Context: an optimization exercise on an open-source flow, tuned for small area, a short achievable clock period and few clock cycles. The choices shown serve that exercise and are no tape-out recipe.
RTL that was checked went through simulation tests only; none was proved equivalent to the original.
Power figures rest on the tool's default switching activity, not on a simulated workload.

== v33 ==
Design circle, start of the top module:
module circle(
     input  logic       clk,
     input  logic       rst_n,
     input  logic [2:0] colour,
     input  logic [7:0] centre_x,
     input  logic [6:0] centre_y,
     input  logic [7:0] radius,
     input  logic       start,
     output logic       done,
     output logic [7:0] vga_x,
     output logic [6:0] vga_y,
     output logic [2:0] vga_colour,
     output logic       vga_plot
     );
     logic              busy;
     logic              prime;    
     logic [7:0]        ox, oy;
     logic signed [9:0] c;        
     logic [9:0]        e5;       
     logic [7:0]        rem;      
     logic [7:0]        cxr;      
     logic [6:0]        cyr;
     wire signed [9:0] cx = {2'b00, cxr};
     wire signed [9:0] cy = {3'b000, cyr};
     wire signed [9:0] sx = {2'b00, ox};
     wire signed [9:0] sy = {2'b00, oy};
     wire signed [9:0] xa = cx + sx;    
     wire signed [9:0] xb = cx - sx;    
     wire signed [9:0] xc = cx + sy;    
     wire signed [9:0] xd = cx - sy;    
     wire signed [9:0] ya = cy + sy;    
     wire signed [9:0] yb = cy - sy;    
     wire signed [9:0] yc = cy + sx;    
     wire signed [9:0] yd = cy - sx;    
     wire       dec = !c[9];             
     wire       dx  = dec & !prime;
     wire       dy  = !prime;
     function automatic le(input logic [9:0] a, input logic [9:0] b);
          logic r;
          r = 1'b1;
          for (int i = 0; i < 10; i++)
               if (i == 9) r = (a[i] & !b[i]) | (r & !(!a[i] & b[i]));
               else        r = (!a[i] & b[i]) | (r & !(a[i] & !b[i]));
          le = r;
     endfunction
  ...
==> module circle, before the edit <==
module circle(
     input  logic       clk,
     input  logic       rst_n,
     input  logic [2:0] colour,
     input  logic [7:0] centre_x,
     input  logic [6:0] centre_y,
     input  logic [7:0] radius,
     input  logic       start,
     output logic       done,
     output logic [7:0] vga_x,
     output logic [6:0] vga_y,
     output logic [2:0] vga_colour,
     output logic       vga_plot
     );
     logic              busy;
     logic              prime;    
     logic [7:0]        ox, oy;
     logic signed [9:0] c;        
     logic [9:0]        e5;       
     logic [7:0]        rem;      
     logic [7:0]        cxr;      
     logic [6:0]        cyr;
     wire signed [9:0] cx = {2'b00, cxr};
     wire signed [9:0] cy = {3'b000, cyr};
     wire signed [9:0] sx = {2'b00, ox};
     wire signed [9:0] sy = {2'b00, oy};
     wire signed [9:0] xa = cx + sx;    
     wire signed [9:0] xb = cx - sx;    
     wire signed [9:0] xc = cx + sy;    
     wire signed [9:0] xd = cx - sy;    
     wire signed [9:0] ya = cy + sy;    
     wire signed [9:0] yb = cy - sy;    
     wire signed [9:0] yc = cy + sx;    
     wire signed [9:0] yd = cy - sx;    
     wire       dec = !c[9];             
     wire       dx  = dec & !prime;
     wire       dy  = !prime;
     function automatic le(input logic [9:0] a, input logic [9:0] b);
          logic r;
          r = 1'b1;
          for (int i = 0; i < 10; i++)
               if (i == 9) r = (a[i] & !b[i]) | (r & !(!a[i] & b[i]));
               else        r = (!a[i] & b[i]) | (r & !(a[i] & !b[i]));
          le = r;
     endfunction
     wire vxa = dx ? le(xa, 10'd160) : le(xa, 10'd159);
     wire vxb = dx ? (le(-10'd1, xb) && le(xb, 10'd158)) : (!xb[9] && le(xb, 10'd159));
     wire vxc = dy ? le(xc, 10'd158) : le(xc, 10'd159);
     wire vxd = dy ? (le(10'd1, xd) && le(xd, 10'd160)) : (!xd[9] && le(xd, 10'd159));
     wire vya = dy ? le(ya, 10'd118) : le(ya, 10'd119);
     wire vyb = dy ? (le(10'd1, yb) && le(yb, 10'd120)) : (!yb[9] && le(yb, 10'd119));
     wire vyc = dx ? le(yc, 10'd120) : le(yc, 10'd119);
     wire vyd = dx ? (le(-10'd1, yd) && le(yd, 10'd118)) : (!yd[9] && le(yd, 10'd119));
     wire       em1 = (e5 == 10'd3);        
     wire       em2 = (e5 == 10'd1);        
     wire       eneg = e5[9] || e5 < 10'd5;   
     wire       dg  = prime ? (e5 == 10'd5) : dec ? em2 : em1;
     wire       gone = !vya && yb[9] && !vxc && xd[9];
     wire       fin = !prime && ((dec ? (!eneg || em1) : !eneg) || gone);
     wire [7:0] vis = { vxc & vyd, vxa & vyb, vxd & vyd, vxb & vyb,
                        vxd & vyc, vxb & vya, vxc & vyc, vxa & vya };
     wire [7:0] dup = ({8{prime}} & 8'b1101_1000) | ({8{dg}} & 8'b1010_1010);
     wire [7:0] vis_n = vis & ~dup;
     logic [7:0] sel;
     always_comb
          for (int i = 0; i < 8; i++)
               sel[i] = rem[i] && (i == 0 || (rem & ((8'd1 << i) - 8'd1)) == 8'd0);
     wire       adv = (rem & ~sel) == 8'd0;
     logic [7:0] px;
     logic [6:0] py;
     always_comb begin
          px = 8'd0;
          py = 7'd0;
          if (sel[0] | sel[6]) px = px | xa[7:0];
          if (sel[2] | sel[4]) px = px | xb[7:0];
          if (sel[1] | sel[7]) px = px | xc[7:0];
          if (sel[3] | sel[5]) px = px | xd[7:0];
          if (sel[0] | sel[2]) py = py | ya[6:0];
          if (sel[4] | sel[6]) py = py | yb[6:0];
          if (sel[1] | sel[3]) py = py | yc[6:0];
          if (sel[5] | sel[7]) py = py | yd[6:0];
     end
     wire       stp  = busy & adv & !prime;         
     wire       load = !busy & !done & start;
     wire [7:0] oy1 = oy + 8'd1;
     wire [9:0] c_d = c + e5;                   
     wire [9:0] c_s = c + {1'b0, oy1, 1'b1};    
     wire [7:0] ox_n = ox - {7'd0, stp & dec};
     wire [7:0] oy_n = oy + {7'd0, stp};
     wire [9:0] c_n  = !stp ? c : dec ? c_d : c_s;
     wire [9:0] e_s  = e5 + {7'd0, stp & dec, stp & !dec, 1'b0};
     always_ff @(posedge clk) begin
          cxr        <= centre_x;
          cyr        <= centre_y;
          vga_colour <= colour;
          vga_x      <= px;
          vga_y      <= py;
          rem        <= !busy ? 8'd0 : adv ? vis_n : rem & ~sel;
          ox         <= load ? radius : ox_n;
          oy         <= load ? 8'd0 : oy_n;
          c          <= load ? 10'd0 - {2'b00, radius} : c_n;
          e5         <= load ? 10'd5 - {2'b00, radius, 1'b0} : e_s;
          if (!rst_n) begin
               busy     <= 1'b0;
               done     <= 1'b0;
               vga_plot <= 1'b0;
          end else begin
               vga_plot <= busy & (|rem);
               if (busy) begin
                    if (adv) begin
                         prime <= 1'b0;
                         if (fin) begin
                              busy <= 1'b0;
                              done <= 1'b1;
                         end
                    end
               end else if (done) begin
                    if (!start) done <= 1'b0;
               end else if (start) begin
                    busy  <= 1'b1;
                    prime <= 1'b1;
               end
          end
     end
endmodule
clock: 5.0 ns
lec_check: 0
cap_margin: 20
core_margin: 2
core_utilization: 40
setup_slack_margin: 2.2
slew_margin: 20
run.sh (not shown) runs the stock make flow with config.mk's settings and CLKGATE_MAP_FILE= SYNTH_SCRIPT=/design/flow/synth_recipe.tcl, a recipe that flattens the netlist after the stock synthesis.
The following lists how v32 was set up differently from v33:
--- a/flow/design.v
+++ b/flow/design.v
@@ -53,12 +53,11 @@
      wire vyd = dx ? (le(-10'd1, yd) && le(yd, 10'd118)) : (!yd[9] && le(yd, 10'd119));
      wire       em1 = (e5 == 10'd3);        
      wire       em2 = (e5 == 10'd1);        
      wire       eneg = e5[9] || e5 < 10'd5;   
      wire       dg  = prime ? (e5 == 10'd5) : dec ? em2 : em1;
-     wire       gone = !vya && yb[9] && !vxc && xd[9];
-     wire       fin = !prime && ((dec ? (!eneg || em1) : !eneg) || gone);
+     wire       fin = !prime && (dec ? (!eneg || em1) : !eneg);
      wire [7:0] vis = { vxc & vyd, vxa & vyb, vxd & vyd, vxb & vyb,
                         vxd & vyc, vxb & vya, vxc & vyc, vxa & vya };
      wire [7:0] dup = ({8{prime}} & 8'b1101_1000) | ({8{dg}} & 8'b1010_1010);
      wire [7:0] vis_n = vis & ~dup;
      logic [7:0] sel;
[summary]
v33 vs v32, beginning of the critical path: oy[0] vs oy[4]
Diff v33 -> v32: multi-input logic area decreased by 9.2% relative to the old numbers, standard-cell row count saw a decrease, final worst hold slack decreased 0.031 ns, power share of the clock group grew by 12 points, number of instances in the synthesized netlist now smaller.
v33 → v32: critical path depth now smaller; count of clock-buffer cells in the layout now sits lower; total power density per cell area down about 40%; internal power consumption saw a decrease; largest incremental delay on the critical path grew by 0.06 ns.
Number of ordinary inverters in the final layout is lower on v32
Testbench counts of v32, summed over its fixed seeds: cycles 121,943.
For v33, only the layout was checked, not whether the RTL still works.

## port drivers added, routing unchanged
The flow's constraints put no driver on any port. The routed layouts listed below were extracted and timed again, unchanged, in two steps. Step 1: set_driving_cell puts a clkbuf_16 on clk and a buf_2 on each other input, an assumption about the parent block. Step 2, shift: input delay + t, output delay - t, t = (earliest + latest rising clock arrival at the registers) / 2. This alone moves slack from input paths to output paths. a / b / c = ideal / step 1 / step 2; a / b = the first two.
| run | t, ns | slack for setup (ns) | latest minus earliest clock arrival (ns) | worst data-port slew with drivers (ns) | cell pins on the clock port's net |
|---|---|---|---|---|---|
| v33 | 0.396 | 2.237 / 2.237 / 1.995 | 0.013 / 0.013 | 0.03 | 1 |
| v32 | 0.398 | 2.297 / 2.297 / 2.037 | 0.008 / 0.009 | 0.04 | 1 |
After both steps every run listed still meets setup and hold. The setup slack of v32, which loses most, moves by 0.000 ns with the drivers and by -0.260 ns with both steps.
